From an optimization exercise on the open Yosys and OpenROAD flow, aimed at small area, a short achievable clock period and few clock cycles per item; shortcuts taken in it are not production practice. Function not checked in this run: the RTL went through the layout flow alone.

## flow/design.v

```verilog
module fir_top (
    input  wire       clk,
    input  wire       resetN,
    input  wire       sampleClk,
    input  wire [7:0] sample,
    output wire [7:0] sum,
    output reg        dav
);
   reg [7:0] h1, h2, h3, h4, h5, h6, h7, h8;
   reg [8:0] s23, s14, s16;
   reg [9:0] m3;
   reg [19:0] t1, t2;
   reg [3:0] ic;
   wire busy = ~ic[3] | ~ic[2];
   wire en = sampleClk | busy;
   wire [7:0] xin = busy ? 8'd0 : sample;
   wire s_1, c_2;
   ha us_1 (h1[0], h2[0], s_1, c_2);
   wire s_3, c_4;
   ha us_3 (h1[1], h2[1], s_3, c_4);
   wire s_5, c_6;
   ha us_5 (h1[2], h2[2], s_5, c_6);
   wire s_7, c_8;
   ha us_7 (h1[3], h2[3], s_7, c_8);
   wire s_9, c_10;
   ha us_9 (h1[4], h2[4], s_9, c_10);
   wire s_11, c_12;
   ha us_11 (h1[5], h2[5], s_11, c_12);
   wire s_13, c_14;
   ha us_13 (h1[6], h2[6], s_13, c_14);
   wire s_15, c_16;
   ha us_15 (h1[7], h2[7], s_15, c_16);
   wire s_17, c_18;
   ha us_17 (h1[7], h2[7], s_17, c_18);
   wire G_19 = c_4 | (s_3 & c_2);
   wire G_21 = c_6 | (s_5 & c_4);
   wire P_22 = s_5 & s_3;
   wire G_23 = c_8 | (s_7 & c_6);
   wire P_24 = s_7 & s_5;
   wire G_25 = c_10 | (s_9 & c_8);
   wire P_26 = s_9 & s_7;
   wire G_27 = c_12 | (s_11 & c_10);
   wire P_28 = s_11 & s_9;
   wire G_29 = c_14 | (s_13 & c_12);
   wire P_30 = s_13 & s_11;
   wire G_31 = c_16 | (s_15 & c_14);
   wire P_32 = s_15 & s_13;
   wire G_33 = c_18 | (s_17 & c_16);
   wire P_34 = s_17 & s_15;
   wire G_35 = G_21 | (P_22 & c_2);
   wire G_37 = G_23 | (P_24 & G_19);
   wire G_39 = G_25 | (P_26 & G_21);
   wire P_40 = P_26 & P_22;
   wire G_41 = G_27 | (P_28 & G_23);
   wire P_42 = P_28 & P_24;
   wire G_43 = G_29 | (P_30 & G_25);
   wire P_44 = P_30 & P_26;
   wire G_45 = G_31 | (P_32 & G_27);
   wire P_46 = P_32 & P_28;
   wire G_47 = G_33 | (P_34 & G_29);
   wire P_48 = P_34 & P_30;
   wire G_49 = G_39 | (P_40 & c_2);
   wire G_51 = G_41 | (P_42 & G_19);
   wire G_53 = G_43 | (P_44 & G_35);
   wire G_55 = G_45 | (P_46 & G_37);
   wire G_57 = G_47 | (P_48 & G_39);
   wire P_58 = P_48 & P_40;
   wire G_59 = G_57 | (P_58 & c_2);
   wire [8:0] s23n;
   assign s23n[0] = ~(s_1);
   assign s23n[1] = ~(s_3 ^ c_2);
   assign s23n[2] = ~(s_5 ^ G_19);
   assign s23n[3] = ~(s_7 ^ G_35);
   assign s23n[4] = ~(s_9 ^ G_37);
   assign s23n[5] = ~(s_11 ^ G_49);
   assign s23n[6] = ~(s_13 ^ G_51);
   assign s23n[7] = ~(s_15 ^ G_53);
   assign s23n[8] = s_17 ^ G_55;
   wire s_61, c_62;
   ha us_61 (xin[0], h3[0], s_61, c_62);
   wire s_63, c_64;
   ha us_63 (xin[1], h3[1], s_63, c_64);
   wire s_65, c_66;
   ha us_65 (xin[2], h3[2], s_65, c_66);
   wire s_67, c_68;
   ha us_67 (xin[3], h3[3], s_67, c_68);
   wire s_69, c_70;
   ha us_69 (xin[4], h3[4], s_69, c_70);
   wire s_71, c_72;
   ha us_71 (xin[5], h3[5], s_71, c_72);
   wire s_73, c_74;
   ha us_73 (xin[6], h3[6], s_73, c_74);
   wire s_75, c_76;
   ha us_75 (xin[7], h3[7], s_75, c_76);
   wire s_77, c_78;
   ha us_77 (xin[7], h3[7], s_77, c_78);
   wire G_79 = c_64 | (s_63 & c_62);
   wire G_81 = c_66 | (s_65 & c_64);
   wire P_82 = s_65 & s_63;
   wire G_83 = c_68 | (s_67 & c_66);
   wire P_84 = s_67 & s_65;
   wire G_85 = c_70 | (s_69 & c_68);
   wire P_86 = s_69 & s_67;
   wire G_87 = c_72 | (s_71 & c_70);
   wire P_88 = s_71 & s_69;
   wire G_89 = c_74 | (s_73 & c_72);
   wire P_90 = s_73 & s_71;
   wire G_91 = c_76 | (s_75 & c_74);
   wire P_92 = s_75 & s_73;
   wire G_93 = c_78 | (s_77 & c_76);
   wire P_94 = s_77 & s_75;
   wire G_95 = G_81 | (P_82 & c_62);
   wire G_97 = G_83 | (P_84 & G_79);
   wire G_99 = G_85 | (P_86 & G_81);
   wire P_100 = P_86 & P_82;
   wire G_101 = G_87 | (P_88 & G_83);
   wire P_102 = P_88 & P_84;
   wire G_103 = G_89 | (P_90 & G_85);
   wire P_104 = P_90 & P_86;
   wire G_105 = G_91 | (P_92 & G_87);
   wire P_106 = P_92 & P_88;
   wire G_107 = G_93 | (P_94 & G_89);
   wire P_108 = P_94 & P_90;
   wire G_109 = G_99 | (P_100 & c_62);
   wire G_111 = G_101 | (P_102 & G_79);
   wire G_113 = G_103 | (P_104 & G_95);
   wire G_115 = G_105 | (P_106 & G_97);
   wire G_117 = G_107 | (P_108 & G_99);
   wire P_118 = P_108 & P_100;
   wire G_119 = G_117 | (P_118 & c_62);
   wire [8:0] s14n;
   assign s14n[0] = ~(s_61);
   assign s14n[1] = ~(s_63 ^ c_62);
   assign s14n[2] = ~(s_65 ^ G_79);
   assign s14n[3] = ~(s_67 ^ G_95);
   assign s14n[4] = ~(s_69 ^ G_97);
   assign s14n[5] = ~(s_71 ^ G_109);
   assign s14n[6] = ~(s_73 ^ G_111);
   assign s14n[7] = ~(s_75 ^ G_113);
   assign s14n[8] = s_77 ^ G_115;
   wire s_121, c_122;
   ha us_121 (xin[0], h5[0], s_121, c_122);
   wire s_123, c_124;
   ha us_123 (xin[1], h5[1], s_123, c_124);
   wire s_125, c_126;
   ha us_125 (xin[2], h5[2], s_125, c_126);
   wire s_127, c_128;
   ha us_127 (xin[3], h5[3], s_127, c_128);
   wire s_129, c_130;
   ha us_129 (xin[4], h5[4], s_129, c_130);
   wire s_131, c_132;
   ha us_131 (xin[5], h5[5], s_131, c_132);
   wire s_133, c_134;
   ha us_133 (xin[6], h5[6], s_133, c_134);
   wire s_135, c_136;
   ha us_135 (xin[7], h5[7], s_135, c_136);
   wire s_137, c_138;
   ha us_137 (xin[7], h5[7], s_137, c_138);
   wire G_139 = c_124 | (s_123 & c_122);
   wire G_141 = c_126 | (s_125 & c_124);
   wire P_142 = s_125 & s_123;
   wire G_143 = c_128 | (s_127 & c_126);
   wire P_144 = s_127 & s_125;
   wire G_145 = c_130 | (s_129 & c_128);
   wire P_146 = s_129 & s_127;
   wire G_147 = c_132 | (s_131 & c_130);
   wire P_148 = s_131 & s_129;
   wire G_149 = c_134 | (s_133 & c_132);
   wire P_150 = s_133 & s_131;
   wire G_151 = c_136 | (s_135 & c_134);
   wire P_152 = s_135 & s_133;
   wire G_153 = c_138 | (s_137 & c_136);
   wire P_154 = s_137 & s_135;
   wire G_155 = G_141 | (P_142 & c_122);
   wire G_157 = G_143 | (P_144 & G_139);
   wire G_159 = G_145 | (P_146 & G_141);
   wire P_160 = P_146 & P_142;
   wire G_161 = G_147 | (P_148 & G_143);
   wire P_162 = P_148 & P_144;
   wire G_163 = G_149 | (P_150 & G_145);
   wire P_164 = P_150 & P_146;
   wire G_165 = G_151 | (P_152 & G_147);
   wire P_166 = P_152 & P_148;
   wire G_167 = G_153 | (P_154 & G_149);
   wire P_168 = P_154 & P_150;
   wire G_169 = G_159 | (P_160 & c_122);
   wire G_171 = G_161 | (P_162 & G_139);
   wire G_173 = G_163 | (P_164 & G_155);
   wire G_175 = G_165 | (P_166 & G_157);
   wire G_177 = G_167 | (P_168 & G_159);
   wire P_178 = P_168 & P_160;
   wire G_179 = G_177 | (P_178 & c_122);
   wire [8:0] s16n;
   assign s16n[0] = ~(s_121);
   assign s16n[1] = ~(s_123 ^ c_122);
   assign s16n[2] = ~(s_125 ^ G_139);
   assign s16n[3] = ~(s_127 ^ G_155);
   assign s16n[4] = ~(s_129 ^ G_157);
   assign s16n[5] = ~(s_131 ^ G_169);
   assign s16n[6] = ~(s_133 ^ G_171);
   assign s16n[7] = ~(s_135 ^ G_173);
   assign s16n[8] = s_137 ^ G_175;
   wire s_181, c_182;
   ha us_181 (xin[1], xin[0], s_181, c_182);
   wire s_183, c_184;
   ha us_183 (xin[2], xin[1], s_183, c_184);
   wire s_185, c_186;
   ha us_185 (xin[3], xin[2], s_185, c_186);
   wire s_187, c_188;
   ha us_187 (xin[4], xin[3], s_187, c_188);
   wire s_189, c_190;
   ha us_189 (xin[5], xin[4], s_189, c_190);
   wire s_191, c_192;
   ha us_191 (xin[6], xin[5], s_191, c_192);
   wire s_193, c_194;
   ha us_193 (xin[7], xin[6], s_193, c_194);
   wire s_195, c_196;
   ha us_195 (xin[7], xin[7], s_195, c_196);
   wire s_197, c_198;
   ha us_197 (xin[7], xin[7], s_197, c_198);
   wire G_199 = c_182 | (s_181 & 1'b0);
   wire G_201 = c_184 | (s_183 & c_182);
   wire P_202 = s_183 & s_181;
   wire G_203 = c_186 | (s_185 & c_184);
   wire P_204 = s_185 & s_183;
   wire G_205 = c_188 | (s_187 & c_186);
   wire P_206 = s_187 & s_185;
   wire G_207 = c_190 | (s_189 & c_188);
   wire P_208 = s_189 & s_187;
   wire G_209 = c_192 | (s_191 & c_190);
   wire P_210 = s_191 & s_189;
   wire G_211 = c_194 | (s_193 & c_192);
   wire P_212 = s_193 & s_191;
   wire G_213 = c_196 | (s_195 & c_194);
   wire P_214 = s_195 & s_193;
   wire G_215 = c_198 | (s_197 & c_196);
   wire P_216 = s_197 & s_195;
   wire G_217 = G_201 | (P_202 & 1'b0);
   wire G_219 = G_203 | (P_204 & G_199);
   wire G_221 = G_205 | (P_206 & G_201);
   wire P_222 = P_206 & P_202;
   wire G_223 = G_207 | (P_208 & G_203);
   wire P_224 = P_208 & P_204;
   wire G_225 = G_209 | (P_210 & G_205);
   wire P_226 = P_210 & P_206;
   wire G_227 = G_211 | (P_212 & G_207);
   wire P_228 = P_212 & P_208;
   wire G_229 = G_213 | (P_214 & G_209);
   wire P_230 = P_214 & P_210;
   wire G_231 = G_215 | (P_216 & G_211);
   wire P_232 = P_216 & P_212;
   wire G_233 = G_221 | (P_222 & 1'b0);
   wire G_235 = G_223 | (P_224 & G_199);
   wire G_237 = G_225 | (P_226 & G_217);
   wire G_239 = G_227 | (P_228 & G_219);
   wire G_241 = G_229 | (P_230 & G_221);
   wire P_242 = P_230 & P_222;
   wire G_243 = G_231 | (P_232 & G_223);
   wire P_244 = P_232 & P_224;
   wire G_245 = G_241 | (P_242 & 1'b0);
   wire G_247 = G_243 | (P_244 & G_199);
   wire [9:0] m3n;
   assign m3n[0] = ~(xin[0]);
   assign m3n[1] = ~(s_181 ^ 1'b0);
   assign m3n[2] = ~(s_183 ^ G_199);
   assign m3n[3] = ~(s_185 ^ G_217);
   assign m3n[4] = ~(s_187 ^ G_219);
   assign m3n[5] = ~(s_189 ^ G_233);
   assign m3n[6] = ~(s_191 ^ G_235);
   assign m3n[7] = ~(s_193 ^ G_237);
   assign m3n[8] = ~(s_195 ^ G_239);
   assign m3n[9] = s_197 ^ G_245;
   wire s_249, c_250;
   fa us_249 (s14[0], ~h6[0], 1'b1, s_249, c_250);
   wire s_251, c_252;
   fa us_251 (~s23[0], s14[1], 1'b1, s_251, c_252);
   wire s_253, c_254;
   xr xs_253 (h6[1], c_250, s_253);
   anb ns_253 (h6[1], c_250, c_254);
   wire s_255, c_256;
   fa us_255 (~s23[1], s14[2], s14[0], s_255, c_256);
   wire s_257, c_258;
   fa us_257 (~h6[2], c_252, s_255, s_257, c_258);
   wire s_259, c_260;
   fa us_259 (~s23[2], s23[0], s14[3], s_259, c_260);
   wire s_261, c_262;
   fa us_261 (s14[1], h7[0], ~h6[3], s_261, c_262);
   wire s_263, c_264;
   fa us_263 (c_256, s_259, s_261, s_263, c_264);
   wire s_265, c_266;
   fa us_265 (~s23[3], s23[1], 1'b1, s_265, c_266);
   wire s_267, c_268;
   fa us_267 (s14[4], s14[2], s14[0], s_267, c_268);
   wire s_269, c_270;
   fa us_269 (h7[1], ~h6[4], c_260, s_269, c_270);
   wire s_271, c_272;
   fa us_271 (c_262, s_265, s_267, s_271, c_272);
   wire s_273, c_274;
   ha us_273 (c_264, s_269, s_273, c_274);
   wire s_275, c_276;
   fa us_275 (~s23[4], s23[2], s14[5], s_275, c_276);
   wire s_277, c_278;
   fa us_277 (s14[3], s14[1], h7[2], s_277, c_278);
   wire s_279, c_280;
   fa us_279 (~h6[5], c_266, c_268, s_279, c_280);
   wire s_281, c_282;
   fa us_281 (s_275, s_277, c_270, s_281, c_282);
   wire s_283, c_284;
   fa us_283 (c_272, s_279, c_274, s_283, c_284);
   wire s_285, c_286;
   fa us_285 (~s23[5], s23[3], s14[6], s_285, c_286);
   wire s_287, c_288;
   fa us_287 (s14[4], s14[2], h7[3], s_287, c_288);
   wire s_289, c_290;
   fa us_289 (~h6[6], c_276, c_278, s_289, c_290);
   wire s_291, c_292;
   fa us_291 (s_285, s_287, c_280, s_291, c_292);
   wire s_293, c_294;
   fa us_293 (s_289, c_282, s_291, s_293, c_294);
   wire s_295, c_296;
   fa us_295 (~s23[6], s23[4], s23[0], s_295, c_296);
   wire s_297, c_298;
   fa us_297 (s14[7], s14[5], s14[3], s_297, c_298);
   wire s_299, c_300;
   fa us_299 (h7[4], h6[7], c_286, s_299, c_300);
   wire s_301, c_302;
   fa us_301 (c_288, s_295, s_297, s_301, c_302);
   wire s_303, c_304;
   fa us_303 (c_290, s_299, s_301, s_303, c_304);
   wire s_305, c_306;
   ha us_305 (c_292, s_303, s_305, c_306);
   wire s_307, c_308;
   fa us_307 (~s23[7], s23[5], 1'b1, s_307, c_308);
   wire s_309, c_310;
   fa us_309 (s23[1], s14[8], s14[6], s_309, c_310);
   wire s_311, c_312;
   fa us_311 (s14[4], ~s14[0], h7[5], s_311, c_312);
   wire s_313, c_314;
   fa us_313 (c_296, c_298, s_307, s_313, c_314);
   wire s_315, c_316;
   fa us_315 (s_309, s_311, c_300, s_315, c_316);
   wire s_317, c_318;
   fa us_317 (c_302, s_313, s_315, s_317, c_318);
   wire s_319, c_320;
   ha us_319 (c_304, c_306, s_319, c_320);
   wire s_321, c_322;
   fa us_321 (~s23[8], s23[6], s23[2], s_321, c_322);
   wire s_323, c_324;
   fa us_323 (s14[7], s14[5], h7[6], s_323, c_324);
   wire s_325, c_326;
   fa us_325 (~s14[1], c_308, c_310, s_325, c_326);
   wire s_327, c_328;
   fa us_327 (c_312, s_321, s_323, s_327, c_328);
   wire s_329, c_330;
   fa us_329 (c_314, s_325, s_327, s_329, c_330);
   wire s_331, c_332;
   fa us_331 (c_316, s_329, c_318, s_331, c_332);
   wire s_333, c_334;
   fa us_333 (s23[7], s23[3], 1'b1, s_333, c_334);
   wire s_335, c_336;
   fa us_335 (s23[0], s14[2], h7[7], s_335, c_336);
   wire s_337, c_338;
   fa us_337 (s14[8], s14[6], c_322, s_337, c_338);
   wire s_339, c_340;
   fa us_339 (c_324, s_333, ~s_335, s_339, c_340);
   wire s_341, c_342;
   fa us_341 (c_326, c_328, s_337, s_341, c_342);
   wire s_343, c_344;
   fa us_343 (s_339, c_330, s_341, s_343, c_344);
   wire s_345, c_346;
   fa us_345 (s23[8], s23[4], 1'b1, s_345, c_346);
   wire s_347, c_348;
   fa us_347 (s23[1], ~s14[7], s14[3], s_347, c_348);
   wire s_349, c_350;
   fa us_349 (c_334, ~c_336, s_345, s_349, c_350);
   wire s_351, c_352;
   fa us_351 (~s_347, c_338, c_340, s_351, c_352);
   wire s_353, c_354;
   fa us_353 (s_349, c_342, s_351, s_353, c_354);
   wire s_355, c_356;
   fa us_355 (s23[5], ~s23[2], s14[8], s_355, c_356);
   wire s_357, c_358;
   fa us_357 (s14[4], ~c_346, c_348, s_357, c_358);
   wire s_359, c_360;
   fa us_359 (s_355, c_350, ~s_357, s_359, c_360);
   wire s_361, c_362;
   ha us_361 (c_352, s_359, s_361, c_362);
   wire s_363, c_364;
   fa us_363 (s23[6], ~s23[3], 1'b1, s_363, c_364);
   wire s_365, c_366;
   fa us_365 (~s14[5], c_356, s_363, s_365, c_366);
   wire s_367, c_368;
   fa us_367 (~c_358, s_365, c_360, s_367, c_368);
   wire s_369, c_370;
   fa us_369 (s23[7], ~s23[4], 1'b1, s_369, c_370);
   wire s_371, c_372;
   fa us_371 (~s14[6], c_364, s_369, s_371, c_372);
   wire s_373, c_374;
   ha us_373 (c_366, s_371, s_373, c_374);
   wire s_375, c_376;
   fa us_375 (s23[8], ~s23[5], 1'b1, s_375, c_376);
   wire s_377, c_378;
   fa us_377 (~s14[7], c_370, s_375, s_377, c_378);
   wire s_379, c_380;
   ha us_379 (c_372, s_377, s_379, c_380);
   wire s_381, c_382;
   ha us_381 (s23[6], s14[8], s_381, c_382);
   wire s_383, c_384;
   fa us_383 (~s_381, c_376, c_378, s_383, c_384);
   wire s_385, c_386;
   xr xs_385 (s23[7], c_382, s_385);
   nr ns_385 (s23[7], c_382, c_386);
   wire s_387, c_388;
   xr xs_387 (s_251, s_253, s_387);
   anb ns_387 (s_253, s_251, c_388);
   wire s_389, c_390;
   ha us_389 (c_254, s_257, s_389, c_390);
   wire s_391, c_392;
   ha us_391 (c_258, s_263, s_391, c_392);
   wire s_393, c_394;
   ha us_393 (s_271, s_273, s_393, c_394);
   wire s_395, c_396;
   ha us_395 (s_281, s_283, s_395, c_396);
   wire s_397, c_398;
   ha us_397 (c_284, s_293, s_397, c_398);
   wire s_399, c_400;
   ha us_399 (c_294, s_305, s_399, c_400);
   wire s_401, c_402;
   ha us_401 (s_317, s_319, s_401, c_402);
   wire s_403, c_404;
   ha us_403 (c_320, s_331, s_403, c_404);
   wire s_405, c_406;
   ha us_405 (c_332, s_343, s_405, c_406);
   wire s_407, c_408;
   ha us_407 (c_344, s_353, s_407, c_408);
   wire s_409, c_410;
   ha us_409 (c_354, s_361, s_409, c_410);
   wire s_411, c_412;
   ha us_411 (c_362, s_367, s_411, c_412);
   wire s_413, c_414;
   ha us_413 (c_368, s_373, s_413, c_414);
   wire s_415, c_416;
   ha us_415 (c_374, s_379, s_415, c_416);
   wire s_417, c_418;
   ha us_417 (c_380, s_383, s_417, c_418);
   wire s_419, c_420;
   ha us_419 (c_384, s_385, s_419, c_420);
   wire s_421, c_422;
   xr xs_421 (s23[8], c_386, s_421);
   anb ns_421 (s23[8], c_386, c_422);
   wire G_423 = c_388 | (~s_387 & 1'b0);
   wire G_425 = c_390 | (s_389 & c_388);
   wire P_426 = s_389 & ~s_387;
   wire G_427 = c_392 | (s_391 & c_390);
   wire P_428 = s_391 & s_389;
   wire G_429 = c_394 | (s_393 & c_392);
   wire P_430 = s_393 & s_391;
   wire G_431 = c_396 | (s_395 & c_394);
   wire P_432 = s_395 & s_393;
   wire G_433 = c_398 | (s_397 & c_396);
   wire P_434 = s_397 & s_395;
   wire G_435 = c_400 | (s_399 & c_398);
   wire P_436 = s_399 & s_397;
   wire G_437 = c_402 | (s_401 & c_400);
   wire P_438 = s_401 & s_399;
   wire G_439 = c_404 | (s_403 & c_402);
   wire P_440 = s_403 & s_401;
   wire G_441 = c_406 | (s_405 & c_404);
   wire P_442 = s_405 & s_403;
   wire G_443 = c_408 | (s_407 & c_406);
   wire P_444 = s_407 & s_405;
   wire G_445 = c_410 | (s_409 & c_408);
   wire P_446 = s_409 & s_407;
   wire G_447 = c_412 | (s_411 & c_410);
   wire P_448 = s_411 & s_409;
   wire G_449 = c_414 | (s_413 & c_412);
   wire P_450 = s_413 & s_411;
   wire G_451 = c_416 | (s_415 & c_414);
   wire P_452 = s_415 & s_413;
   wire G_453 = c_418 | (s_417 & c_416);
   wire P_454 = s_417 & s_415;
   wire G_455 = c_420 | (s_419 & c_418);
   wire P_456 = s_419 & s_417;
   wire G_457 = c_422 | (~s_421 & c_420);
   wire P_458 = ~s_421 & s_419;
   wire G_459 = 1'b0 | (1'b1 & c_422);
   wire P_460 = 1'b1 & ~s_421;
   wire G_461 = G_425 | (P_426 & 1'b0);
   wire G_463 = G_427 | (P_428 & G_423);
   wire G_465 = G_429 | (P_430 & G_425);
   wire P_466 = P_430 & P_426;
   wire G_467 = G_431 | (P_432 & G_427);
   wire P_468 = P_432 & P_428;
   wire G_469 = G_433 | (P_434 & G_429);
   wire P_470 = P_434 & P_430;
   wire G_471 = G_435 | (P_436 & G_431);
   wire P_472 = P_436 & P_432;
   wire G_473 = G_437 | (P_438 & G_433);
   wire P_474 = P_438 & P_434;
   wire G_475 = G_439 | (P_440 & G_435);
   wire P_476 = P_440 & P_436;
   wire G_477 = G_441 | (P_442 & G_437);
   wire P_478 = P_442 & P_438;
   wire G_479 = G_443 | (P_444 & G_439);
   wire P_480 = P_444 & P_440;
   wire G_481 = G_445 | (P_446 & G_441);
   wire P_482 = P_446 & P_442;
   wire G_483 = G_447 | (P_448 & G_443);
   wire P_484 = P_448 & P_444;
   wire G_485 = G_449 | (P_450 & G_445);
   wire P_486 = P_450 & P_446;
   wire G_487 = G_451 | (P_452 & G_447);
   wire P_488 = P_452 & P_448;
   wire G_489 = G_453 | (P_454 & G_449);
   wire P_490 = P_454 & P_450;
   wire G_491 = G_455 | (P_456 & G_451);
   wire P_492 = P_456 & P_452;
   wire G_493 = G_457 | (P_458 & G_453);
   wire P_494 = P_458 & P_454;
   wire G_495 = G_459 | (P_460 & G_455);
   wire P_496 = P_460 & P_456;
   wire G_497 = G_465 | (P_466 & 1'b0);
   wire G_499 = G_467 | (P_468 & G_423);
   wire G_501 = G_469 | (P_470 & G_461);
   wire G_503 = G_471 | (P_472 & G_463);
   wire G_505 = G_473 | (P_474 & G_465);
   wire P_506 = P_474 & P_466;
   wire G_507 = G_475 | (P_476 & G_467);
   wire P_508 = P_476 & P_468;
   wire G_509 = G_477 | (P_478 & G_469);
   wire P_510 = P_478 & P_470;
   wire G_511 = G_479 | (P_480 & G_471);
   wire P_512 = P_480 & P_472;
   wire G_513 = G_481 | (P_482 & G_473);
   wire P_514 = P_482 & P_474;
   wire G_515 = G_483 | (P_484 & G_475);
   wire P_516 = P_484 & P_476;
   wire G_517 = G_485 | (P_486 & G_477);
   wire P_518 = P_486 & P_478;
   wire G_519 = G_487 | (P_488 & G_479);
   wire P_520 = P_488 & P_480;
   wire G_521 = G_489 | (P_490 & G_481);
   wire P_522 = P_490 & P_482;
   wire G_523 = G_491 | (P_492 & G_483);
   wire P_524 = P_492 & P_484;
   wire G_525 = G_493 | (P_494 & G_485);
   wire P_526 = P_494 & P_486;
   wire G_527 = G_495 | (P_496 & G_487);
   wire P_528 = P_496 & P_488;
   wire G_529 = G_505 | (P_506 & 1'b0);
   wire G_531 = G_507 | (P_508 & G_423);
   wire G_533 = G_509 | (P_510 & G_461);
   wire G_535 = G_511 | (P_512 & G_463);
   wire G_537 = G_513 | (P_514 & G_497);
   wire G_539 = G_515 | (P_516 & G_499);
   wire G_541 = G_517 | (P_518 & G_501);
   wire G_543 = G_519 | (P_520 & G_503);
   wire G_545 = G_521 | (P_522 & G_505);
   wire P_546 = P_522 & P_506;
   wire G_547 = G_523 | (P_524 & G_507);
   wire P_548 = P_524 & P_508;
   wire G_549 = G_525 | (P_526 & G_509);
   wire P_550 = P_526 & P_510;
   wire G_551 = G_527 | (P_528 & G_511);
   wire P_552 = P_528 & P_512;
   wire G_553 = G_545 | (P_546 & 1'b0);
   wire G_555 = G_547 | (P_548 & G_423);
   wire G_557 = G_549 | (P_550 & G_461);
   wire G_559 = G_551 | (P_552 & G_463);
   wire [19:0] t2n;
   assign t2n[0] = s_249;
   assign t2n[1] = ~s_387 ^ 1'b0;
   assign t2n[2] = s_389 ^ G_423;
   assign t2n[3] = s_391 ^ G_461;
   assign t2n[4] = s_393 ^ G_463;
   assign t2n[5] = s_395 ^ G_497;
   assign t2n[6] = s_397 ^ G_499;
   assign t2n[7] = s_399 ^ G_501;
   assign t2n[8] = s_401 ^ G_503;
   assign t2n[9] = s_403 ^ G_529;
   assign t2n[10] = s_405 ^ G_531;
   assign t2n[11] = s_407 ^ G_533;
   assign t2n[12] = s_409 ^ G_535;
   assign t2n[13] = s_411 ^ G_537;
   assign t2n[14] = s_413 ^ G_539;
   assign t2n[15] = s_415 ^ G_541;
   assign t2n[16] = s_417 ^ G_543;
   assign t2n[17] = s_419 ^ G_553;
   assign t2n[18] = ~s_421 ^ G_555;
   assign t2n[19] = ~(1'b1 ^ G_557);
   wire s_561, c_562;
   fa us_561 (t2[3], s16[1], ~h7[0], s_561, c_562);
   wire s_563, c_564;
   fa us_563 (t2[4], s16[2], s16[0], s_563, c_564);
   wire s_565, c_566;
   fa us_565 (h7[0], h7[1], ~c_562, s_565, c_566);
   wire s_567, c_568;
   fa us_567 (t2[5], s16[3], s16[1], s_567, c_568);
   wire s_569, c_570;
   fa us_569 (h7[1], h7[2], ~c_564, s_569, c_570);
   wire s_571, c_572;
   xr xs_571 (s_567, c_566, s_571);
   anb ns_571 (c_566, s_567, c_572);
   wire s_573, c_574;
   fa us_573 (t2[6], s16[4], s16[2], s_573, c_574);
   wire s_575, c_576;
   fa us_575 (~s16[0], h7[2], h7[3], s_575, c_576);
   wire s_577, c_578;
   fa us_577 (c_568, s_573, ~s_575, s_577, c_578);
   wire s_579, c_580;
   xr xs_579 (c_570, s_577, s_579);
   anb ns_579 (c_570, s_577, c_580);
   wire s_581, c_582;
   fa us_581 (t2[7], s16[5], s16[3], s_581, c_582);
   wire s_583, c_584;
   fa us_583 (~s16[1], h7[3], h7[4], s_583, c_584);
   wire s_585, c_586;
   fa us_585 (c_574, ~c_576, s_581, s_585, c_586);
   wire s_587, c_588;
   fa us_587 (~s_583, c_578, s_585, s_587, c_588);
   wire s_589, c_590;
   fa us_589 (t2[8], s16[6], s16[4], s_589, c_590);
   wire s_591, c_592;
   fa us_591 (~s16[2], h7[4], h7[5], s_591, c_592);
   wire s_593, c_594;
   fa us_593 (c_582, ~c_584, s_589, s_593, c_594);
   wire s_595, c_596;
   fa us_595 (~s_591, c_586, s_593, s_595, c_596);
   wire s_597, c_598;
   fa us_597 (t2[9], s16[7], s16[5], s_597, c_598);
   wire s_599, c_600;
   fa us_599 (~s16[3], h7[5], h7[6], s_599, c_600);
   wire s_601, c_602;
   fa us_601 (c_590, ~c_592, s_597, s_601, c_602);
   wire s_603, c_604;
   fa us_603 (~s_599, c_594, s_601, s_603, c_604);
   wire s_605, c_606;
   fa us_605 (t2[10], s16[8], s16[6], s_605, c_606);
   wire s_607, c_608;
   fa us_607 (s16[4], ~h7[6], h7[7], s_607, c_608);
   wire s_609, c_610;
   fa us_609 (c_598, s_605, s_607, s_609, c_610);
   wire s_611, c_612;
   fa us_611 (~c_600, c_602, s_609, s_611, c_612);
   wire s_613, c_614;
   fa us_613 (t2[11], s16[7], s16[5], s_613, c_614);
   wire s_615, c_616;
   fa us_615 (h7[7], c_606, c_608, s_615, c_616);
   wire s_617, c_618;
   fa us_617 (s_613, c_610, s_615, s_617, c_618);
   wire s_619, c_620;
   fa us_619 (t2[12], s16[8], s16[6], s_619, c_620);
   wire s_621, c_622;
   fa us_621 (c_614, s_619, c_616, s_621, c_622);
   wire s_623, c_624;
   fa us_623 (t2[13], s16[7], c_620, s_623, c_624);
   wire s_625, c_626;
   ha us_625 (t2[14], s16[8], s_625, c_626);
   wire s_627, c_628;
   ha us_627 (t2[2], s16[0], s_627, c_628);
   wire s_629, c_630;
   xr xs_629 (s_563, s_565, s_629);
   anb ns_629 (s_565, s_563, c_630);
   wire s_631, c_632;
   xr xs_631 (s_569, s_571, s_631);
   nr ns_631 (s_569, s_571, c_632);
   wire s_633, c_634;
   xr xs_633 (c_572, s_579, s_633);
   anb ns_633 (s_579, c_572, c_634);
   wire s_635, c_636;
   ha us_635 (c_580, s_587, s_635, c_636);
   wire s_637, c_638;
   ha us_637 (c_588, s_595, s_637, c_638);
   wire s_639, c_640;
   ha us_639 (c_596, s_603, s_639, c_640);
   wire s_641, c_642;
   ha us_641 (c_604, s_611, s_641, c_642);
   wire s_643, c_644;
   ha us_643 (c_612, s_617, s_643, c_644);
   wire s_645, c_646;
   ha us_645 (c_618, s_621, s_645, c_646);
   wire s_647, c_648;
   ha us_647 (c_622, s_623, s_647, c_648);
   wire s_649, c_650;
   ha us_649 (c_624, s_625, s_649, c_650);
   wire s_651, c_652;
   ha us_651 (t2[15], c_626, s_651, c_652);
   wire G_653 = 1'b0 | (t2[1] & 1'b0);
   wire G_655 = c_628 | (s_627 & 1'b0);
   wire P_656 = s_627 & t2[1];
   wire G_657 = 1'b0 | (s_561 & c_628);
   wire P_658 = s_561 & s_627;
   wire G_659 = c_630 | (~s_629 & 1'b0);
   wire P_660 = ~s_629 & s_561;
   wire G_661 = c_632 | (s_631 & c_630);
   wire P_662 = s_631 & ~s_629;
   wire G_663 = c_634 | (~s_633 & c_632);
   wire P_664 = ~s_633 & s_631;
   wire G_665 = c_636 | (s_635 & c_634);
   wire P_666 = s_635 & ~s_633;
   wire G_667 = c_638 | (s_637 & c_636);
   wire P_668 = s_637 & s_635;
   wire G_669 = c_640 | (s_639 & c_638);
   wire P_670 = s_639 & s_637;
   wire G_671 = c_642 | (s_641 & c_640);
   wire P_672 = s_641 & s_639;
   wire G_673 = c_644 | (s_643 & c_642);
   wire P_674 = s_643 & s_641;
   wire G_675 = c_646 | (s_645 & c_644);
   wire P_676 = s_645 & s_643;
   wire G_677 = c_648 | (s_647 & c_646);
   wire P_678 = s_647 & s_645;
   wire G_679 = c_650 | (s_649 & c_648);
   wire P_680 = s_649 & s_647;
   wire G_681 = c_652 | (s_651 & c_650);
   wire P_682 = s_651 & s_649;
   wire G_683 = 1'b0 | (t2[16] & c_652);
   wire P_684 = t2[16] & s_651;
   wire G_685 = 1'b0 | (t2[17] & 1'b0);
   wire P_686 = t2[17] & t2[16];
   wire G_687 = 1'b0 | (t2[18] & 1'b0);
   wire P_688 = t2[18] & t2[17];
   wire G_689 = 1'b0 | (t2[19] & 1'b0);
   wire P_690 = t2[19] & t2[18];
   wire G_691 = G_655 | (P_656 & 1'b0);
   wire G_693 = G_657 | (P_658 & G_653);
   wire G_695 = G_659 | (P_660 & G_655);
   wire P_696 = P_660 & P_656;
   wire G_697 = G_661 | (P_662 & G_657);
   wire P_698 = P_662 & P_658;
   wire G_699 = G_663 | (P_664 & G_659);
   wire P_700 = P_664 & P_660;
   wire G_701 = G_665 | (P_666 & G_661);
   wire P_702 = P_666 & P_662;
   wire G_703 = G_667 | (P_668 & G_663);
   wire P_704 = P_668 & P_664;
   wire G_705 = G_669 | (P_670 & G_665);
   wire P_706 = P_670 & P_666;
   wire G_707 = G_671 | (P_672 & G_667);
   wire P_708 = P_672 & P_668;
   wire G_709 = G_673 | (P_674 & G_669);
   wire P_710 = P_674 & P_670;
   wire G_711 = G_675 | (P_676 & G_671);
   wire P_712 = P_676 & P_672;
   wire G_713 = G_677 | (P_678 & G_673);
   wire P_714 = P_678 & P_674;
   wire G_715 = G_679 | (P_680 & G_675);
   wire P_716 = P_680 & P_676;
   wire G_717 = G_681 | (P_682 & G_677);
   wire P_718 = P_682 & P_678;
   wire G_719 = G_683 | (P_684 & G_679);
   wire P_720 = P_684 & P_680;
   wire G_721 = G_685 | (P_686 & G_681);
   wire P_722 = P_686 & P_682;
   wire G_723 = G_687 | (P_688 & G_683);
   wire P_724 = P_688 & P_684;
   wire G_725 = G_689 | (P_690 & G_685);
   wire P_726 = P_690 & P_686;
   wire G_727 = G_695 | (P_696 & 1'b0);
   wire G_729 = G_697 | (P_698 & G_653);
   wire G_731 = G_699 | (P_700 & G_691);
   wire G_733 = G_701 | (P_702 & G_693);
   wire G_735 = G_703 | (P_704 & G_695);
   wire P_736 = P_704 & P_696;
   wire G_737 = G_705 | (P_706 & G_697);
   wire P_738 = P_706 & P_698;
   wire G_739 = G_707 | (P_708 & G_699);
   wire P_740 = P_708 & P_700;
   wire G_741 = G_709 | (P_710 & G_701);
   wire P_742 = P_710 & P_702;
   wire G_743 = G_711 | (P_712 & G_703);
   wire P_744 = P_712 & P_704;
   wire G_745 = G_713 | (P_714 & G_705);
   wire P_746 = P_714 & P_706;
   wire G_747 = G_715 | (P_716 & G_707);
   wire P_748 = P_716 & P_708;
   wire G_749 = G_717 | (P_718 & G_709);
   wire P_750 = P_718 & P_710;
   wire G_751 = G_719 | (P_720 & G_711);
   wire P_752 = P_720 & P_712;
   wire G_753 = G_721 | (P_722 & G_713);
   wire P_754 = P_722 & P_714;
   wire G_755 = G_723 | (P_724 & G_715);
   wire P_756 = P_724 & P_716;
   wire G_757 = G_725 | (P_726 & G_717);
   wire P_758 = P_726 & P_718;
   wire G_759 = G_735 | (P_736 & 1'b0);
   wire G_761 = G_737 | (P_738 & G_653);
   wire G_763 = G_739 | (P_740 & G_691);
   wire G_765 = G_741 | (P_742 & G_693);
   wire G_767 = G_743 | (P_744 & G_727);
   wire G_769 = G_745 | (P_746 & G_729);
   wire G_771 = G_747 | (P_748 & G_731);
   wire G_773 = G_749 | (P_750 & G_733);
   wire G_775 = G_751 | (P_752 & G_735);
   wire P_776 = P_752 & P_736;
   wire G_777 = G_753 | (P_754 & G_737);
   wire P_778 = P_754 & P_738;
   wire G_779 = G_755 | (P_756 & G_739);
   wire P_780 = P_756 & P_740;
   wire G_781 = G_757 | (P_758 & G_741);
   wire P_782 = P_758 & P_742;
   wire G_783 = G_775 | (P_776 & 1'b0);
   wire G_785 = G_777 | (P_778 & G_653);
   wire G_787 = G_779 | (P_780 & G_691);
   wire G_789 = G_781 | (P_782 & G_693);
   wire [19:0] t1n;
   assign t1n[0] = t2[0];
   assign t1n[1] = t2[1] ^ 1'b0;
   assign t1n[2] = s_627 ^ G_653;
   assign t1n[3] = s_561 ^ G_691;
   assign t1n[4] = ~s_629 ^ G_693;
   assign t1n[5] = s_631 ^ G_727;
   assign t1n[6] = ~s_633 ^ G_729;
   assign t1n[7] = s_635 ^ G_731;
   assign t1n[8] = s_637 ^ G_733;
   assign t1n[9] = s_639 ^ G_759;
   assign t1n[10] = s_641 ^ G_761;
   assign t1n[11] = s_643 ^ G_763;
   assign t1n[12] = s_645 ^ G_765;
   assign t1n[13] = s_647 ^ G_767;
   assign t1n[14] = s_649 ^ G_769;
   assign t1n[15] = s_651 ^ G_771;
   assign t1n[16] = t2[16] ^ G_773;
   assign t1n[17] = t2[17] ^ G_783;
   assign t1n[18] = t2[18] ^ G_785;
   assign t1n[19] = ~(t2[19] ^ G_787);
   wire s_791, c_792;
   fa us_791 (t1[3], m3[0], ~h1[3], s_791, c_792);
   wire s_793, c_794;
   fa us_793 (t1[4], m3[1], ~h1[4], s_793, c_794);
   wire s_795, c_796;
   fa us_795 (t1[5], m3[2], ~h1[5], s_795, c_796);
   wire s_797, c_798;
   fa us_797 (t1[6], m3[3], ~h1[6], s_797, c_798);
   wire s_799, c_800;
   fa us_799 (t1[7], m3[4], h1[7], s_799, c_800);
   wire s_801, c_802;
   ha us_801 (t1[8], m3[5], s_801, c_802);
   wire s_803, c_804;
   ha us_803 (t1[9], m3[6], s_803, c_804);
   wire s_805, c_806;
   ha us_805 (t1[10], m3[7], s_805, c_806);
   wire s_807, c_808;
   ha us_807 (t1[11], m3[8], s_807, c_808);
   wire s_809, c_810;
   ha us_809 (t1[12], m3[9], s_809, c_810);
   wire s_811, c_812;
   xr xs_811 (t1[0], h1[0], s_811);
   anb ns_811 (h1[0], t1[0], c_812);
   wire s_813, c_814;
   xr xs_813 (t1[1], h1[1], s_813);
   anb ns_813 (h1[1], t1[1], c_814);
   wire s_815, c_816;
   xr xs_815 (t1[2], h1[2], s_815);
   anb ns_815 (h1[2], t1[2], c_816);
   wire s_817, c_818;
   ha us_817 (c_792, s_793, s_817, c_818);
   wire s_819, c_820;
   ha us_819 (c_794, s_795, s_819, c_820);
   wire s_821, c_822;
   ha us_821 (c_796, s_797, s_821, c_822);
   wire s_823, c_824;
   ha us_823 (c_798, s_799, s_823, c_824);
   wire s_825, c_826;
   ha us_825 (c_800, s_801, s_825, c_826);
   wire s_827, c_828;
   ha us_827 (c_802, s_803, s_827, c_828);
   wire s_829, c_830;
   ha us_829 (c_804, s_805, s_829, c_830);
   wire s_831, c_832;
   ha us_831 (c_806, s_807, s_831, c_832);
   wire s_833, c_834;
   ha us_833 (c_808, s_809, s_833, c_834);
   wire s_835, c_836;
   ha us_835 (t1[13], c_810, s_835, c_836);
   wire G_837 = c_814 | (~s_813 & c_812);
   wire G_839 = c_816 | (~s_815 & c_814);
   wire P_840 = ~s_815 & ~s_813;
   wire G_841 = 1'b0 | (s_791 & c_816);
   wire P_842 = s_791 & ~s_815;
   wire G_843 = c_818 | (s_817 & 1'b0);
   wire P_844 = s_817 & s_791;
   wire G_845 = c_820 | (s_819 & c_818);
   wire P_846 = s_819 & s_817;
   wire G_847 = c_822 | (s_821 & c_820);
   wire P_848 = s_821 & s_819;
   wire G_849 = c_824 | (s_823 & c_822);
   wire P_850 = s_823 & s_821;
   wire G_851 = c_826 | (s_825 & c_824);
   wire P_852 = s_825 & s_823;
   wire G_853 = c_828 | (s_827 & c_826);
   wire P_854 = s_827 & s_825;
   wire G_855 = c_830 | (s_829 & c_828);
   wire P_856 = s_829 & s_827;
   wire G_857 = c_832 | (s_831 & c_830);
   wire P_858 = s_831 & s_829;
   wire G_859 = c_834 | (s_833 & c_832);
   wire P_860 = s_833 & s_831;
   wire G_861 = c_836 | (s_835 & c_834);
   wire P_862 = s_835 & s_833;
   wire G_863 = 1'b0 | (t1[14] & c_836);
   wire P_864 = t1[14] & s_835;
   wire G_865 = 1'b0 | (t1[15] & 1'b0);
   wire P_866 = t1[15] & t1[14];
   wire G_867 = 1'b0 | (t1[16] & 1'b0);
   wire P_868 = t1[16] & t1[15];
   wire G_869 = 1'b0 | (t1[17] & 1'b0);
   wire P_870 = t1[17] & t1[16];
   wire G_871 = 1'b0 | (t1[18] & 1'b0);
   wire P_872 = t1[18] & t1[17];
   wire G_873 = 1'b0 | (t1[19] & 1'b0);
   wire P_874 = t1[19] & t1[18];
   wire G_875 = G_839 | (P_840 & c_812);
   wire G_877 = G_841 | (P_842 & G_837);
   wire G_879 = G_843 | (P_844 & G_839);
   wire P_880 = P_844 & P_840;
   wire G_881 = G_845 | (P_846 & G_841);
   wire P_882 = P_846 & P_842;
   wire G_883 = G_847 | (P_848 & G_843);
   wire P_884 = P_848 & P_844;
   wire G_885 = G_849 | (P_850 & G_845);
   wire P_886 = P_850 & P_846;
   wire G_887 = G_851 | (P_852 & G_847);
   wire P_888 = P_852 & P_848;
   wire G_889 = G_853 | (P_854 & G_849);
   wire P_890 = P_854 & P_850;
   wire G_891 = G_855 | (P_856 & G_851);
   wire P_892 = P_856 & P_852;
   wire G_893 = G_857 | (P_858 & G_853);
   wire P_894 = P_858 & P_854;
   wire G_895 = G_859 | (P_860 & G_855);
   wire P_896 = P_860 & P_856;
   wire G_897 = G_861 | (P_862 & G_857);
   wire P_898 = P_862 & P_858;
   wire G_899 = G_863 | (P_864 & G_859);
   wire P_900 = P_864 & P_860;
   wire G_901 = G_865 | (P_866 & G_861);
   wire P_902 = P_866 & P_862;
   wire G_903 = G_867 | (P_868 & G_863);
   wire P_904 = P_868 & P_864;
   wire G_905 = G_869 | (P_870 & G_865);
   wire P_906 = P_870 & P_866;
   wire G_907 = G_871 | (P_872 & G_867);
   wire P_908 = P_872 & P_868;
   wire G_909 = G_873 | (P_874 & G_869);
   wire P_910 = P_874 & P_870;
   wire G_911 = G_879 | (P_880 & c_812);
   wire G_913 = G_881 | (P_882 & G_837);
   wire G_915 = G_883 | (P_884 & G_875);
   wire G_917 = G_885 | (P_886 & G_877);
   wire G_919 = G_887 | (P_888 & G_879);
   wire P_920 = P_888 & P_880;
   wire G_921 = G_889 | (P_890 & G_881);
   wire P_922 = P_890 & P_882;
   wire G_923 = G_891 | (P_892 & G_883);
   wire P_924 = P_892 & P_884;
   wire G_925 = G_893 | (P_894 & G_885);
   wire P_926 = P_894 & P_886;
   wire G_927 = G_895 | (P_896 & G_887);
   wire P_928 = P_896 & P_888;
   wire G_929 = G_897 | (P_898 & G_889);
   wire P_930 = P_898 & P_890;
   wire G_931 = G_899 | (P_900 & G_891);
   wire P_932 = P_900 & P_892;
   wire G_933 = G_901 | (P_902 & G_893);
   wire P_934 = P_902 & P_894;
   wire G_935 = G_903 | (P_904 & G_895);
   wire P_936 = P_904 & P_896;
   wire G_937 = G_905 | (P_906 & G_897);
   wire P_938 = P_906 & P_898;
   wire G_939 = G_907 | (P_908 & G_899);
   wire P_940 = P_908 & P_900;
   wire G_941 = G_909 | (P_910 & G_901);
   wire P_942 = P_910 & P_902;
   wire G_943 = G_919 | (P_920 & c_812);
   wire G_945 = G_921 | (P_922 & G_837);
   wire G_947 = G_923 | (P_924 & G_875);
   wire G_949 = G_925 | (P_926 & G_877);
   wire G_951 = G_927 | (P_928 & G_911);
   wire G_953 = G_929 | (P_930 & G_913);
   wire G_955 = G_931 | (P_932 & G_915);
   wire G_957 = G_933 | (P_934 & G_917);
   wire G_959 = G_935 | (P_936 & G_919);
   wire P_960 = P_936 & P_920;
   wire G_961 = G_937 | (P_938 & G_921);
   wire P_962 = P_938 & P_922;
   wire G_963 = G_939 | (P_940 & G_923);
   wire P_964 = P_940 & P_924;
   wire G_965 = G_941 | (P_942 & G_925);
   wire P_966 = P_942 & P_926;
   wire G_967 = G_959 | (P_960 & c_812);
   wire G_969 = G_961 | (P_962 & G_837);
   wire G_971 = G_963 | (P_964 & G_875);
   wire G_973 = G_965 | (P_966 & G_877);
   wire [19:0] r;
   assign r[0] = ~s_811;
   assign r[1] = ~s_813 ^ c_812;
   assign r[2] = ~s_815 ^ G_837;
   assign r[3] = s_791 ^ G_875;
   assign r[4] = s_817 ^ G_877;
   assign r[5] = s_819 ^ G_911;
   assign r[6] = s_821 ^ G_913;
   assign r[7] = s_823 ^ G_915;
   assign r[8] = s_825 ^ G_917;
   assign r[9] = s_827 ^ G_943;
   assign r[10] = s_829 ^ G_945;
   assign r[11] = s_831 ^ G_947;
   assign r[12] = s_833 ^ G_949;
   assign r[13] = s_835 ^ G_951;
   assign r[14] = t1[14] ^ G_953;
   assign r[15] = t1[15] ^ G_955;
   assign r[16] = t1[16] ^ G_957;
   assign r[17] = t1[17] ^ G_967;
   assign r[18] = t1[18] ^ G_969;
   assign r[19] = t1[19] ^ G_971;
   wire c7;
   carry7 uc7 (r[9:3], sample[6:0], c7);
   reg [9:0] rq;
   reg c7q;
   outr uor (rq, h1[7], c7q, sum);
   always @(posedge clk, negedge resetN)
     if (!resetN) begin
        ic <= 4'd0;
        dav <= 1'b0;
     end else begin
        if (busy) ic <= ic + 4'd1;
        dav <= sampleClk & ~busy;
     end
   always @(posedge clk) begin
      rq <= r[19:10];
      c7q <= c7;
      if (en) begin
         t1 <= t1n; t2 <= t2n;
         s23 <= s23n; s14 <= s14n; s16 <= s16n;
         m3 <= m3n;
         h1 <= xin; h2 <= h1; h3 <= h2; h4 <= h3;
         h5 <= h4; h6 <= h5; h7 <= h6; h8 <= h7;
      end
   end
endmodule
module carry7 (input [6:0] a, input [6:0] b, output c);
   wire [7:0] s = {1'b0, a} + {1'b0, b};
   assign c = s[7];
endmodule
module outr (input [9:0] r, input x7, input c7, output [7:0] o);
   wire [8:0] rh = r[9:1];
   wire signed [8:0] rs = rh;
   wire [1:0] n = r[0] + !x7 + c7;
   wire up = n[1];
   wire sp = (rs >= 9'sd129) | ((rs == 9'sd128) & (n != 2'd0)) | ((rs == 9'sd127) & (n == 2'd3));
   wire sn = (rs <= -9'sd130) | ((rs == -9'sd129) & (n != 2'd3)) | ((rs == -9'sd128) & (n == 2'd0));
   wire [7:0] v = rh[7:0] + up;
   assign o = sp ? 8'h7f : sn ? 8'h80 : v;
endmodule
module fa (input a, input b, input c, output s, output co);
   assign s = a ^ b ^ c;
   assign co = (a & b) | (a & c) | (b & c);
endmodule
module ha (input a, input b, output s, output co);
   assign s = a ^ b;
   assign co = a & b;
endmodule
module xr (input a, input b, output y);
   assign y = a ^ b;
endmodule
module nr (input a, input b, output y);
   assign y = ~(a | b);
endmodule
module anb (input a, input b, output y);
   assign y = ~a & b;
endmodule
```

## flow/run.sh

```bash
#!/bin/bash
# synth_recipe.tcl (not shown) runs the flow's synth.tcl, then flattens the netlist and writes it again
# the make line also repeats each setting of config.mk as NAME=value (left out here)
make -C /OpenROAD-flow-scripts/flow DESIGN_CONFIG=/design/flow/config.mk WORK_HOME=/design/flow/orfs CLKGATE_MAP_FILE= SYNTH_SCRIPT=/design/flow/synth_recipe.tcl finish
```

## flow/config.mk

```make
export PLATFORM = sky130hd
export DESIGN_NAME = fir_top
export DESIGN_NICKNAME = fir_top
export VERILOG_FILES = /design/flow/design.v
export SDC_FILE = /design/flow/constraint.sdc
export NUM_CORES = 4
export LEC_CHECK = 0
export CAP_MARGIN = 20
export CORE_MARGIN = 2
export CORE_UTILIZATION = 65
export CTS_BUF_LIST = sky130_fd_sc_hd__clkbuf_8
export CTS_CLUSTER_SIZE = 30
export SETUP_SLACK_MARGIN = 5
export SLEW_MARGIN = 20
export SYNTH_HIERARCHICAL = 1
```

## flow/constraint.sdc

```tcl
create_clock -name core_clock -period 10.0 [get_ports {clk}]
set_input_delay 2.0000 -clock core_clock [delete_from_list [all_inputs] [get_ports {clk}]]
set_output_delay 2.0000 -clock core_clock [all_outputs]
set_load 0.01 [all_outputs]
```

==> implementation parameters <==
Parameter                              Value

Outcome
  Result of the run ... complete, no violations

Placement
  RePlAce Congestion ... 0.911
  Hpwl dp ... around 17,000 um
  Port-buffer cells ... 19

Layout
  Share of final-layout standard cells stronger than drive strength 1 ... between 8 and 9%
  Count of antenna diodes in the layout ... 0
  Number of nets in the finished design ... between 1,000 and 1,500
  Utilization after layout ... roughly 73%
  Area growth syn-to-layout ... 9.00%

Global routing
  Overall global routing resource usage ... a little over a quarter
  Global-route wire length before repair ... ~34,000 um
  Via count of the first global-routing pass ... between 6,000 and 7,000
  Pin count of the biggest net entering global routing ... 81
  Total overflow reported by the global router ... 0
  Antenna violations before repair ... 0

Setup path
  Max stage delay cell, worst path ... or4_4
  Highest net fanout along the worst path ... 5
  Critical path required time ... 8.00 ns
  Critical path's largest stage delay ... 0.50 ns
  WP buf/inv ... 3
  CP cell instances ... inv_2 -> fa_1 -> or4_4 -> nor4_4 -> buf_4 -> a21oi_4 -> maj3_2 -> dlygate4sd2_1
  Critical Path AT ... a little under 3 ns
  Gate family responsible for the most delay along the worst path ... adder cells
  Type of the worst setup path ... reg -> out
  Crit end category ... output port
  Startpoint types ... register

Yosys
  Synth unique cells ... 61
  Primary flip-flop cell chosen by synthesis mapping ... edfxtp_1
  Sequential area share after synthesis ... just over 40%
  Library cell occupying the most area in the post-synthesis netlist ... edfxtp_1
  Top area cells in the synthesized netlist ... edfxtp_1, fa_1, ha_1, xnor2_1, inv_1
  Gate count of the mapped netlist ... around 850
  Synth top area share ... between 30% and 40%
  Cell with the most instances after synthesis ... edfxtp_1
  Commonest cells in the netlist ... edfxtp_1, ha_1, fa_1, inv_1, a21oi_1
  Mean instance size in the synthesized netlist ... ~12 um2
  EDFF count, synth ... between 100 and 150
  Synth Cell Area ... ~11,000 um2
  Yosys warning total ... 7
  FFs w/ async S/R, synth ... around 3.4%
  Seq cells post-synth ... 149

Floorplan
  Cell row count ... 46
  Total Die Area ... about 17,000 um2
  Chip width ... roughly 130 um
  Initial standard-cell utilization of the core ... 66.6%
  Floorplan die height ... around 130 um
  Total core area ... approximately 16,000 um2
  Count of pins on the block boundary ... 20

STA
  Setup-violating endpoint count in the final report ... 0
  Count of pins over their slew limit ... 0
  Setup TNS ... 0 ns
  Final hold violations ... 0
  Worst-margin pin slew ... roughly 0.7 ns
  Setup repair after global routing missed its margin ... true
  Highest Clock Rate ... a little over 200 MHz
  Fraction of the cycle the final worst path needs ... roughly half
  Max-Slew Margin vs Limit ... between 50% and 60%
  Post-layout min period ... between 4 and 5 ns
  Worst Skew ... between 0.01 and 0.015 ns

Clock tree
  Maximum level of the CTS H-tree ... 4
  CTS tree ... done
  Clock latency on the worst-skew pair ... roughly 0.47 ns
  Clock sinks ... about 150
  Hold bufs inserted after CTS ... 0
  Buffer cell driving the clock tree root ... clkbuf_8
  Clock-pin slew reported for the worst setup and hold paths after clock tree synthesis ... roughly 0.1 ns
  Clock buffers created by TritonCTS ... 17
  Clock Path Buffers ... 2

Min path
  Worst min path class ... reg -> reg

Route
  Final antenna-violating net count ... 0
  Average wire length per cell after detail routing ... approximately 19 um
  Number of vias per cell after detailed routing ... approximately 5.8
  DRC violation count after routing ... 0
  Starting DRC count in detailed routing ... between 400 and 500
  Detailed-routing iteration count for the pre-antenna-repair pass ... 5
  Total vias in the final route ... about 6,600
  Total length of routed wires ... between 20,000 and 25,000 um

Job
  Max Cap Violations ... 0
## timing repair
item                                    in CTS  in global routing
setup buffers                                3                  0
resized for setup                            5                  7
pin swaps                                    1                  1
endpoints found under the setup margin       8                  5
## layout make-up
cell class / instances / area (um2)
fill: 1113 / 4380
clock buffer: 17 / 234
sequential: 149 / 4340
clock inverter: 15 / 173
tap: 216 / 270
timing repair buffer: 24 / 246
multi-input combinational: 625 / 5990
inverter: 83 / 312
## modules after synthesis, one instance, submodules excluded
module / copies in the design / cells / flip-flops and latches / cell area [um2]
fir_top: 1 / 591 / 149 / 6930
carry7: 1 / 14 / 0 / 125
ha: 85 / 1 / 0 / 12.5
anb: 10 / 1 / 0 / 13.8
fa: 95 / 1 / 0 / 20.0
outr: 1 / 44 / 0 / 347
xr: 11 / 1 / 0 / 8.76
nr: 2 / 1 / 0 / 3.75
## cell usage in the layout (no fill, tap or decap), types with 10 or more instances in the layout
cell type / n
xor2_1: 32
a21o_1: 19
clkdlybuf4s50_1: 12
o21ai_0: 28
dfxtp_1: 11
nor2b_1: 11
a21oi_1: 57
nand3_1: 22
clkbuf_8: 17
and3_1: 13
nor3_1: 10
nand2_1: 23
nor2_1: 43
o21a_1: 13
xnor2_1: 39
nand2b_1: 21
ha_1: 99
nor2b_4: 10
inv_1: 82
edfxtp_1: 133
fa_1: 96
## metrics by stage
stage	area [um2]	hold slack, ns	cells	setup slack, ns
6_report	11600	0.429	1129	5.10
3_3_place_gp	11100	0.401	1093	5.25
5_1_grt	11600	0.441	1129	4.97
2_1_floorplan	10600	0.400	860	5.76
4_1_cts	11500	0.430	1128	5.03
3_5_place_dp	11100	0.406	1093	5.17
## kinds of logic (layout without fill, tap and decap cells)
| family | count (synthesis) | count (layout) | share of synthesized area, % |
|---|---|---|---|
| other cells | 1 | 9 | 0.0353 |
| flops | 149 | 149 | 40.9 |
| compound gates | 159 | 159 | 9.63 |
| fa+ha+maj | 199 | 199 | 30.2 |
| simple gates | 182 | 182 | 9.82 |
| buf+inv | 86 | 139 | 3.04 |
| mux | 5 | 5 | 0.483 |
| xor+xnor | 71 | 71 | 5.86 |
## per-layer routing
layer  GRT usage, %  part of all wire, %
met5              0                    0
met4           9.36                  2.3
met3           4.42                  3.9
met2           45.3                   51
met1           33.7                   43
## worst paths after layout
path,startpoint,to,slack [ns],cells past startpoint
setup / recovery,h1[7]$_DFFE_PP_,sum[0],5.10,8
hold / removal,h4[1]$_DFFE_PP_,h5[1]$_DFFE_PP_,0.43,0
setup reg to reg,s23[1]$_DFFE_PP_,t2[19]$_DFFE_PP_,5.36,12
hold reg to reg,h4[1]$_DFFE_PP_,h5[1]$_DFFE_PP_,0.43,0
max in group asynchronous,resetN,ic[1]$_DFFE_PN0P_,8.08,1
min in group asynchronous,resetN,dav$_DFF_PN0_,1.73,1
## worst register-to-register path, cell delays in order, from the launching register on
cell and delay, ns:
edfxtp_1 0.56, fa_1 0.51, fa_1 0.44, fa_1 0.55, fa_1 0.43, ha_1 0.36, a21o_1 0.23, a2111o_1 0.42
o21ai_2 0.20, o221ai_2 0.14, nor2_2 0.14, nor3b_1 0.06, or3_1 0.34
## flip-flops by register name, summed over array words and instances, names as in the netlist, 9 cells and up
| register | cells |
|---|---|
| s23 | 9 |
| t2 | 20 |
| rq | 10 |
| s16 | 9 |
| s14 | 9 |
| t1 | 20 |
| m3 | 10 |

==> static timing again, ports no longer ideal <==
In the flow no input, the clock included, has a driving cell. The finished layout below was timed again as built, in two steps. Step 1, drivers: a clkbuf_16 drives clk and a buf_2 each remaining input, both assumed. Step 2 times the ports against the registers' clock, not the clock port: input delays grow and output delays shrink by t, the midpoint of the rising clock arrivals with the driver on. Three values: ideal, step 1, step 2; two values: the first two.
t (ns): 0.502
setup WS [ns]: 5.104 / 5.068 / 5.197
clock arrival spread, ns: 0.013 / 0.013
After both steps setup and hold are still met in this run. The setup slack of this run moves by -0.036 ns with the drivers and by +0.093 ns with both steps.
